Source: an optimization exercise on an open RTL-to-GDS flow (aim: small area, a short achievable clock period and few clock cycles per item). Production flows keep margins and buffers that such runs may drop.

==> v8 <==
==> flow/design.v <==
module hyperbolic_exp_cordic (
    input rstn,
    input clk,
    input signed [NUM_W - 1:0] z0,
    input in_valid,
    output in_ready,
    output reg signed [NUM_W - 1:0] w,
    output reg out_valid,
    input out_ready
);
    localparam NUM_W = 16;
    wire adv = !out_valid || out_ready;
    assign in_ready = adv;
    reg v0;
    reg [15:0] z_0;
    reg [3:0] dc_0;   
    wire [14:0] s0_u = z0[14:0] ^ {15{z0[15]}};
    wire s0_e1 = (s0_u < 15'd9000);
    wire s0_e2 = (s0_e1 ? (s0_u < 15'd4815) : (s0_u < 15'd13185));
    wire s0_e3 = (s0_e1 ? (s0_e2 ? (s0_u < 15'd2756) : (s0_u < 15'd6874)) : (s0_e2 ? (s0_u < 15'd11126) : (s0_u < 15'd15244)));
    wire s0_e4 = (s0_e1 ? (s0_e2 ? (s0_e3 ? (s0_u < 15'd1731) : (s0_u < 15'd3781)) : (s0_e3 ? (s0_u < 15'd5849) : (s0_u < 15'd7899))) : (s0_e2 ? (s0_e3 ? (s0_u < 15'd10101) : (s0_u < 15'd12151)) : (s0_e3 ? (s0_u < 15'd14219) : (s0_u < 15'd16269))));
    always @(posedge clk) if (!rstn) v0 <= 1'b0; else if (adv) v0 <= in_valid;
    always @(posedge clk) if (adv) begin z_0 <= z0; dc_0 <= {s0_e4, s0_e3, s0_e2, s0_e1} ^ {4{z0[15]}}; end
    reg v1;
    reg [4:0] d_1;    
    reg [15:1] y_1;
    wire [15:0] s1_c = (dc_0[3] ? (dc_0[2] ? (dc_0[1] ? (dc_0[0] ? (z_0[15] ? 16'd18318 : 16'd318) : (z_0[15] ? 16'd9948 : 16'd57484)) : (dc_0[0] ? (z_0[15] ? 16'd14200 : 16'd61736) : (z_0[15] ? 16'd5830 : 16'd53366))) : (dc_0[1] ? (dc_0[0] ? (z_0[15] ? 16'd16268 : 16'd63804) : (z_0[15] ? 16'd7898 : 16'd55434)) : (dc_0[0] ? (z_0[15] ? 16'd12150 : 16'd59686) : (z_0[15] ? 16'd3780 : 16'd51316)))) : (dc_0[2] ? (dc_0[1] ? (dc_0[0] ? (z_0[15] ? 16'd16268 : 16'd63804) : (z_0[15] ? 16'd7898 : 16'd55434)) : (dc_0[0] ? (z_0[15] ? 16'd12150 : 16'd59686) : (z_0[15] ? 16'd3780 : 16'd51316))) : (dc_0[1] ? (dc_0[0] ? (z_0[15] ? 16'd14218 : 16'd61754) : (z_0[15] ? 16'd5848 : 16'd53384)) : (dc_0[0] ? (z_0[15] ? 16'd10100 : 16'd57636) : (z_0[15] ? 16'd1730 : 16'd49266)))));
    wire [15:0] s1_y = z_0 + s1_c;
    always @(posedge clk) if (!rstn) v1 <= 1'b0; else if (adv) v1 <= v0;
    always @(posedge clk) if (adv) begin d_1 <= {dc_0, z_0[15]}; y_1 <= s1_y[15:1]; end
    reg v2;
    reg [15:0] w_2;
    reg [9:0] d_2;   
    wire s2_ok = ~|y_1[15:11];
    wire s2_sg = s2_ok ? ~y_1[10] : y_1[15];
    wire [10:0] s2_d = s2_ok ? {y_1[1], ~y_1[1], ~y_1[2], ~y_1[3], ~y_1[4], ~y_1[5], ~y_1[6], ~y_1[7], ~y_1[8], ~y_1[9], s2_sg} : {11{s2_sg}};   
    wire [15:0] s2_w = (s2_d[0] ? (d_1[4] ? (d_1[3] ? (d_1[2] ? (d_1[1] ? (d_1[0] ? 16'd5529 : 16'd16583) : (d_1[0] ? 16'd9213 : 16'd27639)) : (d_1[1] ? (d_1[0] ? 16'd7107 : 16'd21321) : (d_1[0] ? 16'd11844 : 16'd35532))) : (d_1[2] ? (d_1[1] ? (d_1[0] ? 16'd6264 : 16'd18793) : (d_1[0] ? 16'd10442 : 16'd31322)) : (d_1[1] ? (d_1[0] ? 16'd8054 : 16'd24162) : (d_1[0] ? 16'd13423 : 16'd40269)))) : (d_1[3] ? (d_1[2] ? (d_1[1] ? (d_1[0] ? 16'd6265 : 16'd18793) : (d_1[0] ? 16'd10442 : 16'd31322)) : (d_1[1] ? (d_1[0] ? 16'd8055 : 16'd24163) : (d_1[0] ? 16'd13423 : 16'd40269))) : (d_1[2] ? (d_1[1] ? (d_1[0] ? 16'd7099 : 16'd21298) : (d_1[0] ? 16'd11833 : 16'd35497)) : (d_1[1] ? (d_1[0] ? 16'd9127 : 16'd27382) : (d_1[0] ? 16'd15212 : 16'd45638))))) : (d_1[4] ? (d_1[3] ? (d_1[2] ? (d_1[1] ? (d_1[0] ? 16'd5885 : 16'd17651) : (d_1[0] ? 16'd9807 : 16'd29421)) : (d_1[1] ? (d_1[0] ? 16'd7565 : 16'd22695) : (d_1[0] ? 16'd12608 : 16'd37824))) : (d_1[2] ? (d_1[1] ? (d_1[0] ? 16'd6668 : 16'd20005) : (d_1[0] ? 16'd11114 : 16'd33342)) : (d_1[1] ? (d_1[0] ? 16'd8572 : 16'd25720) : (d_1[0] ? 16'd14289 : 16'd42867)))) : (d_1[3] ? (d_1[2] ? (d_1[1] ? (d_1[0] ? 16'd6669 : 16'd20005) : (d_1[0] ? 16'd11114 : 16'd33342)) : (d_1[1] ? (d_1[0] ? 16'd8573 : 16'd25721) : (d_1[0] ? 16'd14289 : 16'd42867))) : (d_1[2] ? (d_1[1] ? (d_1[0] ? 16'd7557 : 16'd22672) : (d_1[0] ? 16'd12595 : 16'd37787)) : (d_1[1] ? (d_1[0] ? 16'd9715 : 16'd29148) : (d_1[0] ? 16'd16192 : 16'd48582))))));
    always @(posedge clk) if (!rstn) v2 <= 1'b0; else if (adv) v2 <= v1;
    always @(posedge clk) if (adv) begin w_2 <= s2_w; d_2 <= s2_d[10:1]; end
    reg v3;
    reg [15:0] w_3;
    reg [8:0] d_3;
    always @(posedge clk) if (!rstn) v3 <= 1'b0; else if (adv) v3 <= v2;
    always @(posedge clk) if (adv) begin w_3 <= w_2 + ({16{d_2[0]}} ^ (w_2 >> 6)) + d_2[0]; d_3 <= d_2[9:1]; end
    reg v4;
    reg [15:0] w_4;
    reg [7:0] d_4;
    always @(posedge clk) if (!rstn) v4 <= 1'b0; else if (adv) v4 <= v3;
    always @(posedge clk) if (adv) begin w_4 <= w_3 + ({16{d_3[0]}} ^ (w_3 >> 7)) + d_3[0]; d_4 <= d_3[8:1]; end
    reg v5;
    reg [15:0] w_5;
    reg [6:0] d_5;
    always @(posedge clk) if (!rstn) v5 <= 1'b0; else if (adv) v5 <= v4;
    always @(posedge clk) if (adv) begin w_5 <= w_4 + ({16{d_4[0]}} ^ (w_4 >> 8)) + d_4[0]; d_5 <= d_4[7:1]; end
    reg v6;
    reg [15:0] w_6;
    reg [5:0] d_6;
    always @(posedge clk) if (!rstn) v6 <= 1'b0; else if (adv) v6 <= v5;
    always @(posedge clk) if (adv) begin w_6 <= w_5 + ({16{d_5[0]}} ^ (w_5 >> 9)) + d_5[0]; d_6 <= d_5[6:1]; end
    reg v7;
    reg [15:0] w_7;
    reg [4:0] d_7;
    always @(posedge clk) if (!rstn) v7 <= 1'b0; else if (adv) v7 <= v6;
    always @(posedge clk) if (adv) begin w_7 <= w_6 + ({16{d_6[0]}} ^ (w_6 >> 10)) + d_6[0]; d_7 <= d_6[5:1]; end
    reg v8;
    reg [15:0] w_8;
    reg [3:0] d_8;
    always @(posedge clk) if (!rstn) v8 <= 1'b0; else if (adv) v8 <= v7;
    always @(posedge clk) if (adv) begin w_8 <= w_7 + ({16{d_7[0]}} ^ (w_7 >> 11)) + d_7[0]; d_8 <= d_7[4:1]; end
    reg v9;
    reg [15:0] w_9;
    reg [2:0] d_9;
    always @(posedge clk) if (!rstn) v9 <= 1'b0; else if (adv) v9 <= v8;
    always @(posedge clk) if (adv) begin w_9 <= w_8 + ({16{d_8[0]}} ^ (w_8 >> 12)) + d_8[0]; d_9 <= d_8[3:1]; end
    reg v10;
    reg [15:0] w_10;
    reg [1:0] d_10;
    always @(posedge clk) if (!rstn) v10 <= 1'b0; else if (adv) v10 <= v9;
    always @(posedge clk) if (adv) begin w_10 <= w_9 + ({16{d_9[0]}} ^ (w_9 >> 13)) + d_9[0]; d_10 <= d_9[2:1]; end
    reg v11;
    reg [15:0] w_11;
    reg [0:0] d_11;
    always @(posedge clk) if (!rstn) v11 <= 1'b0; else if (adv) v11 <= v10;
    always @(posedge clk) if (adv) begin w_11 <= w_10 + ({16{d_10[0]}} ^ (w_10 >> 13)) + d_10[0]; d_11 <= d_10[1:1]; end
    always @(posedge clk) if (!rstn) out_valid <= 1'b0; else if (adv) out_valid <= v11;
    always @(posedge clk) if (adv) w <= w_11 + ({16{d_11[0]}} ^ (w_11 >> 14)) + d_11[0];
endmodule
==> flow/run.sh <==
#!/bin/bash
# synth_recipe.tcl (not shown) runs the flow's synth.tcl, then flattens the netlist and writes it again
# the make line also repeats each setting of config.mk as NAME=value (left out here)
make -C /OpenROAD-flow-scripts/flow DESIGN_CONFIG=/design/flow/config.mk WORK_HOME=/design/flow/orfs CLKGATE_MAP_FILE= SYNTH_SCRIPT=/design/flow/synth_recipe.tcl finish
==> flow/config.mk <==
export PLATFORM = sky130hd
export DESIGN_NAME = hyperbolic_exp_cordic
export DESIGN_NICKNAME = hyperbolic_exp_cordic
export VERILOG_FILES = /design/flow/design.v
export SDC_FILE = /design/flow/constraint.sdc
export NUM_CORES = 4
export LEC_CHECK = 0
export ABC_AREA = 1
export CAP_MARGIN = 20
export CORE_MARGIN = 2
export CORE_UTILIZATION = 40
export SETUP_SLACK_MARGIN = 2.5
export SLEW_MARGIN = 20
==> flow/constraint.sdc <==
create_clock -name core_clock -period 5.5 [get_ports {clk}]
set_input_delay 1.1000 -clock core_clock [delete_from_list [all_inputs] [get_ports {clk}]]
set_output_delay 1.1000 -clock core_clock [all_outputs]
set_load 0.01 [all_outputs]
==> v32: changes against v8 <==
==> flow/design.v, changed modules only <==
module hyperbolic_exp_cordic (
    input rstn,
    input clk,
    input signed [NUM_W - 1:0] z0,
    input in_valid,
    output in_ready,
    output reg signed [NUM_W - 1:0] w,
    output reg out_valid,
    input out_ready
);
    localparam NUM_W = 16;
    wire adv = !out_valid || out_ready;
    assign in_ready = adv;
    reg v0;
    reg [15:0] z_0;
    reg [3:0] dc_0;   
    wire [14:0] s0_u = z0[14:0] ^ {15{z0[15]}};
    wire s0_e1 = (s0_u < 15'd9000);
    wire s0_e2 = (s0_e1 ? (s0_u < 15'd4815) : (s0_u < 15'd13185));
    wire s0_e3 = (s0_e1 ? (s0_e2 ? (s0_u < 15'd2756) : (s0_u < 15'd6874)) : (s0_e2 ? (s0_u < 15'd11126) : (s0_u < 15'd15244)));
    wire s0_e4 = (s0_e1 ? (s0_e2 ? (s0_e3 ? (s0_u < 15'd1731) : (s0_u < 15'd3781)) : (s0_e3 ? (s0_u < 15'd5849) : (s0_u < 15'd7899))) : (s0_e2 ? (s0_e3 ? (s0_u < 15'd10101) : (s0_u < 15'd12151)) : (s0_e3 ? (s0_u < 15'd14219) : (s0_u < 15'd16269))));
    always @(posedge clk) if (!rstn) v0 <= 1'b0; else if (adv) v0 <= in_valid;
    always @(posedge clk) if (adv) begin z_0 <= z0; dc_0 <= {s0_e4, s0_e3, s0_e2, s0_e1} ^ {4{z0[15]}}; end
    reg v1;
    reg [4:0] d_1;    
    reg [8:0] y_1;    
    reg ok_1, sg_1;
    wire [15:0] s1_c = (dc_0[3] ? (dc_0[2] ? (dc_0[1] ? (dc_0[0] ? (z_0[15] ? 16'd18318 : 16'd318) : (z_0[15] ? 16'd9948 : 16'd57484)) : (dc_0[0] ? (z_0[15] ? 16'd14200 : 16'd61736) : (z_0[15] ? 16'd5830 : 16'd53366))) : (dc_0[1] ? (dc_0[0] ? (z_0[15] ? 16'd16268 : 16'd63804) : (z_0[15] ? 16'd7898 : 16'd55434)) : (dc_0[0] ? (z_0[15] ? 16'd12150 : 16'd59686) : (z_0[15] ? 16'd3780 : 16'd51316)))) : (dc_0[2] ? (dc_0[1] ? (dc_0[0] ? (z_0[15] ? 16'd16268 : 16'd63804) : (z_0[15] ? 16'd7898 : 16'd55434)) : (dc_0[0] ? (z_0[15] ? 16'd12150 : 16'd59686) : (z_0[15] ? 16'd3780 : 16'd51316))) : (dc_0[1] ? (dc_0[0] ? (z_0[15] ? 16'd14218 : 16'd61754) : (z_0[15] ? 16'd5848 : 16'd53384)) : (dc_0[0] ? (z_0[15] ? 16'd10100 : 16'd57636) : (z_0[15] ? 16'd1730 : 16'd49266)))));
    wire [15:0] s1_y = z_0 + s1_c;
    wire s1_ok = ~|s1_y[15:11];
    always @(posedge clk) if (!rstn) v1 <= 1'b0; else if (adv) v1 <= v0;
    always @(posedge clk) if (adv) begin
        d_1 <= {dc_0, z_0[15]};
        y_1 <= s1_y[9:1];
        ok_1 <= s1_ok;
        sg_1 <= s1_ok ? ~s1_y[10] : s1_y[15];
    end
    reg v2;
    reg [15:0] w_2;
    reg [9:0] d_2;   
    wire [10:0] s2_d = ok_1 ? {y_1[0], ~y_1[0], ~y_1[1], ~y_1[2], ~y_1[3], ~y_1[4], ~y_1[5], ~y_1[6], ~y_1[7], ~y_1[8], sg_1} : {11{sg_1}};   
    wire [15:0] s2_w = (s2_d[0] ? (d_1[4] ? (d_1[3] ? (d_1[2] ? (d_1[1] ? (d_1[0] ? 16'd5529 : 16'd16583) : (d_1[0] ? 16'd9213 : 16'd27639)) : (d_1[1] ? (d_1[0] ? 16'd7107 : 16'd21321) : (d_1[0] ? 16'd11844 : 16'd35532))) : (d_1[2] ? (d_1[1] ? (d_1[0] ? 16'd6264 : 16'd18793) : (d_1[0] ? 16'd10442 : 16'd31322)) : (d_1[1] ? (d_1[0] ? 16'd8054 : 16'd24162) : (d_1[0] ? 16'd13423 : 16'd40269)))) : (d_1[3] ? (d_1[2] ? (d_1[1] ? (d_1[0] ? 16'd6265 : 16'd18793) : (d_1[0] ? 16'd10442 : 16'd31322)) : (d_1[1] ? (d_1[0] ? 16'd8055 : 16'd24163) : (d_1[0] ? 16'd13423 : 16'd40269))) : (d_1[2] ? (d_1[1] ? (d_1[0] ? 16'd7099 : 16'd21298) : (d_1[0] ? 16'd11833 : 16'd35497)) : (d_1[1] ? (d_1[0] ? 16'd9127 : 16'd27382) : (d_1[0] ? 16'd15212 : 16'd45638))))) : (d_1[4] ? (d_1[3] ? (d_1[2] ? (d_1[1] ? (d_1[0] ? 16'd5885 : 16'd17651) : (d_1[0] ? 16'd9807 : 16'd29421)) : (d_1[1] ? (d_1[0] ? 16'd7565 : 16'd22695) : (d_1[0] ? 16'd12608 : 16'd37824))) : (d_1[2] ? (d_1[1] ? (d_1[0] ? 16'd6668 : 16'd20005) : (d_1[0] ? 16'd11114 : 16'd33342)) : (d_1[1] ? (d_1[0] ? 16'd8572 : 16'd25720) : (d_1[0] ? 16'd14289 : 16'd42867)))) : (d_1[3] ? (d_1[2] ? (d_1[1] ? (d_1[0] ? 16'd6669 : 16'd20005) : (d_1[0] ? 16'd11114 : 16'd33342)) : (d_1[1] ? (d_1[0] ? 16'd8573 : 16'd25721) : (d_1[0] ? 16'd14289 : 16'd42867))) : (d_1[2] ? (d_1[1] ? (d_1[0] ? 16'd7557 : 16'd22672) : (d_1[0] ? 16'd12595 : 16'd37787)) : (d_1[1] ? (d_1[0] ? 16'd9715 : 16'd29148) : (d_1[0] ? 16'd16192 : 16'd48582))))));
    always @(posedge clk) if (!rstn) v2 <= 1'b0; else if (adv) v2 <= v1;
    always @(posedge clk) if (adv) begin w_2 <= s2_w; d_2 <= s2_d[10:1]; end
    reg v3;
    reg [15:0] w_3;
    reg [8:0] d_3;
    always @(posedge clk) if (!rstn) v3 <= 1'b0; else if (adv) v3 <= v2;
    always @(posedge clk) if (adv) begin w_3 <= w_2 + ({16{d_2[0]}} ^ (w_2 >> 6)) + d_2[0]; d_3 <= d_2[9:1]; end
    reg v4;
    reg [15:0] w_4;
    reg [7:0] d_4;
    always @(posedge clk) if (!rstn) v4 <= 1'b0; else if (adv) v4 <= v3;
    always @(posedge clk) if (adv) begin w_4 <= w_3 + ({16{d_3[0]}} ^ (w_3 >> 7)) + d_3[0]; d_4 <= d_3[8:1]; end
    reg v5;
    reg [15:0] w_5;
    reg [6:0] d_5;
    always @(posedge clk) if (!rstn) v5 <= 1'b0; else if (adv) v5 <= v4;
    always @(posedge clk) if (adv) begin w_5 <= w_4 + ({16{d_4[0]}} ^ (w_4 >> 8)) + d_4[0]; d_5 <= d_4[7:1]; end
    reg v6;
    reg [15:0] w_6;
    reg [5:0] d_6;
    always @(posedge clk) if (!rstn) v6 <= 1'b0; else if (adv) v6 <= v5;
    always @(posedge clk) if (adv) begin w_6 <= w_5 + ({16{d_5[0]}} ^ (w_5 >> 9)) + d_5[0]; d_6 <= d_5[6:1]; end
    reg v7;
    reg [15:0] w_7;
    reg [4:0] d_7;
    always @(posedge clk) if (!rstn) v7 <= 1'b0; else if (adv) v7 <= v6;
    always @(posedge clk) if (adv) begin w_7 <= w_6 + ({16{d_6[0]}} ^ (w_6 >> 10)) + d_6[0]; d_7 <= d_6[5:1]; end
    reg v8;
    reg [15:0] w_8;
    reg [3:0] d_8;
    always @(posedge clk) if (!rstn) v8 <= 1'b0; else if (adv) v8 <= v7;
    always @(posedge clk) if (adv) begin w_8 <= w_7 + ({16{d_7[0]}} ^ (w_7 >> 11)) + d_7[0]; d_8 <= d_7[4:1]; end
    reg v9;
    reg [15:0] w_9;
    reg [2:0] d_9;
    always @(posedge clk) if (!rstn) v9 <= 1'b0; else if (adv) v9 <= v8;
    always @(posedge clk) if (adv) begin w_9 <= w_8 + ({16{d_8[0]}} ^ (w_8 >> 12)) + d_8[0]; d_9 <= d_8[3:1]; end
    reg v10;
    reg [15:0] w_10;
    reg [1:0] d_10;
    always @(posedge clk) if (!rstn) v10 <= 1'b0; else if (adv) v10 <= v9;
    always @(posedge clk) if (adv) begin w_10 <= w_9 + ({16{d_9[0]}} ^ (w_9 >> 13)) + d_9[0]; d_10 <= d_9[2:1]; end
    reg v11;
    reg [15:0] w_11;
    reg [0:0] d_11;
    always @(posedge clk) if (!rstn) v11 <= 1'b0; else if (adv) v11 <= v10;
    always @(posedge clk) if (adv) begin w_11 <= w_10 + ({16{d_10[0]}} ^ (w_10 >> 13)) + d_10[0]; d_11 <= d_10[1:1]; end
    always @(posedge clk) if (!rstn) out_valid <= 1'b0; else if (adv) out_valid <= v11;
    always @(posedge clk) if (adv) w <= w_11 + ({16{d_11[0]}} ^ (w_11 >> 14)) + d_11[0];
endmodule
==> qor summary <==
metric	v32	v8
Status	finished clean	finished clean
Met3 track demand over resource in global routing	2.48%	2.96%
Required time of the worst setup path	5840 ps	5760 ps
Register-to-register setup slack	2430 ps	2460 ps
Instance area after placement	18700 um2	18800 um2
Vias per cell	5.09	5.10
Clock transition at the register clock pins on the worst setup and hold paths after CTS	60 ps	50 ps
Data arrival time of the worst path	3410 ps	3310 ps
Clock-cell share	5.35%	5.12%
Area share of the leading cell type in the synthesized netlist	45.4%	45.6%
Post-layout instance area	20600 um2	20700 um2
Final cell count without fillers	2515	2529
Sink Count	279	283
Sequential cell area	8250 um2	8370 um2
Iter 0 DRT Violations	909	961
Met2 track demand over resource	30.2%	27.6%
Function was not checked in any run of this note: the RTL went through the layout flow alone.

-- re-timing with driven ports --
The results above use ideal ports. As a check the final layouts listed here were re-extracted and re-timed, cells and wires unchanged.
Step 1 (the two cells are an assumption about what drives the block):
set clk [get_ports {clk}]
set_driving_cell -lib_cell sky130_fd_sc_hd__clkbuf_16 $clk
set_driving_cell -lib_cell sky130_fd_sc_hd__buf_2 [delete_from_list [all_inputs] $clk]
Step 2 adds t to the input delays and takes it off the output delays; t is the mean of the earliest and latest rising clock arrival at the registers after step 1. Input paths then give back, and output paths get back, about the clock's delay inside the block.
Slacks: ideal ports / drivers / drivers and shift; pairs: ideal ports / drivers.
run	t (ns)	setup slack, ns	hold WS [ns]	worst setup path at the end	cell pins on the clock port's net
v8	0.591	2.455 / 2.455 / 2.143	0.403 / 0.403 / 0.403	input to register	1
v32	0.573	2.428 / 2.428 / 2.151	0.412 / 0.412 / 0.412	input to register	1
After both steps setup and hold are still met in every run listed. The setup slack of v8, which loses most, moves by 0.000 ns with the drivers and by -0.312 ns with both steps.
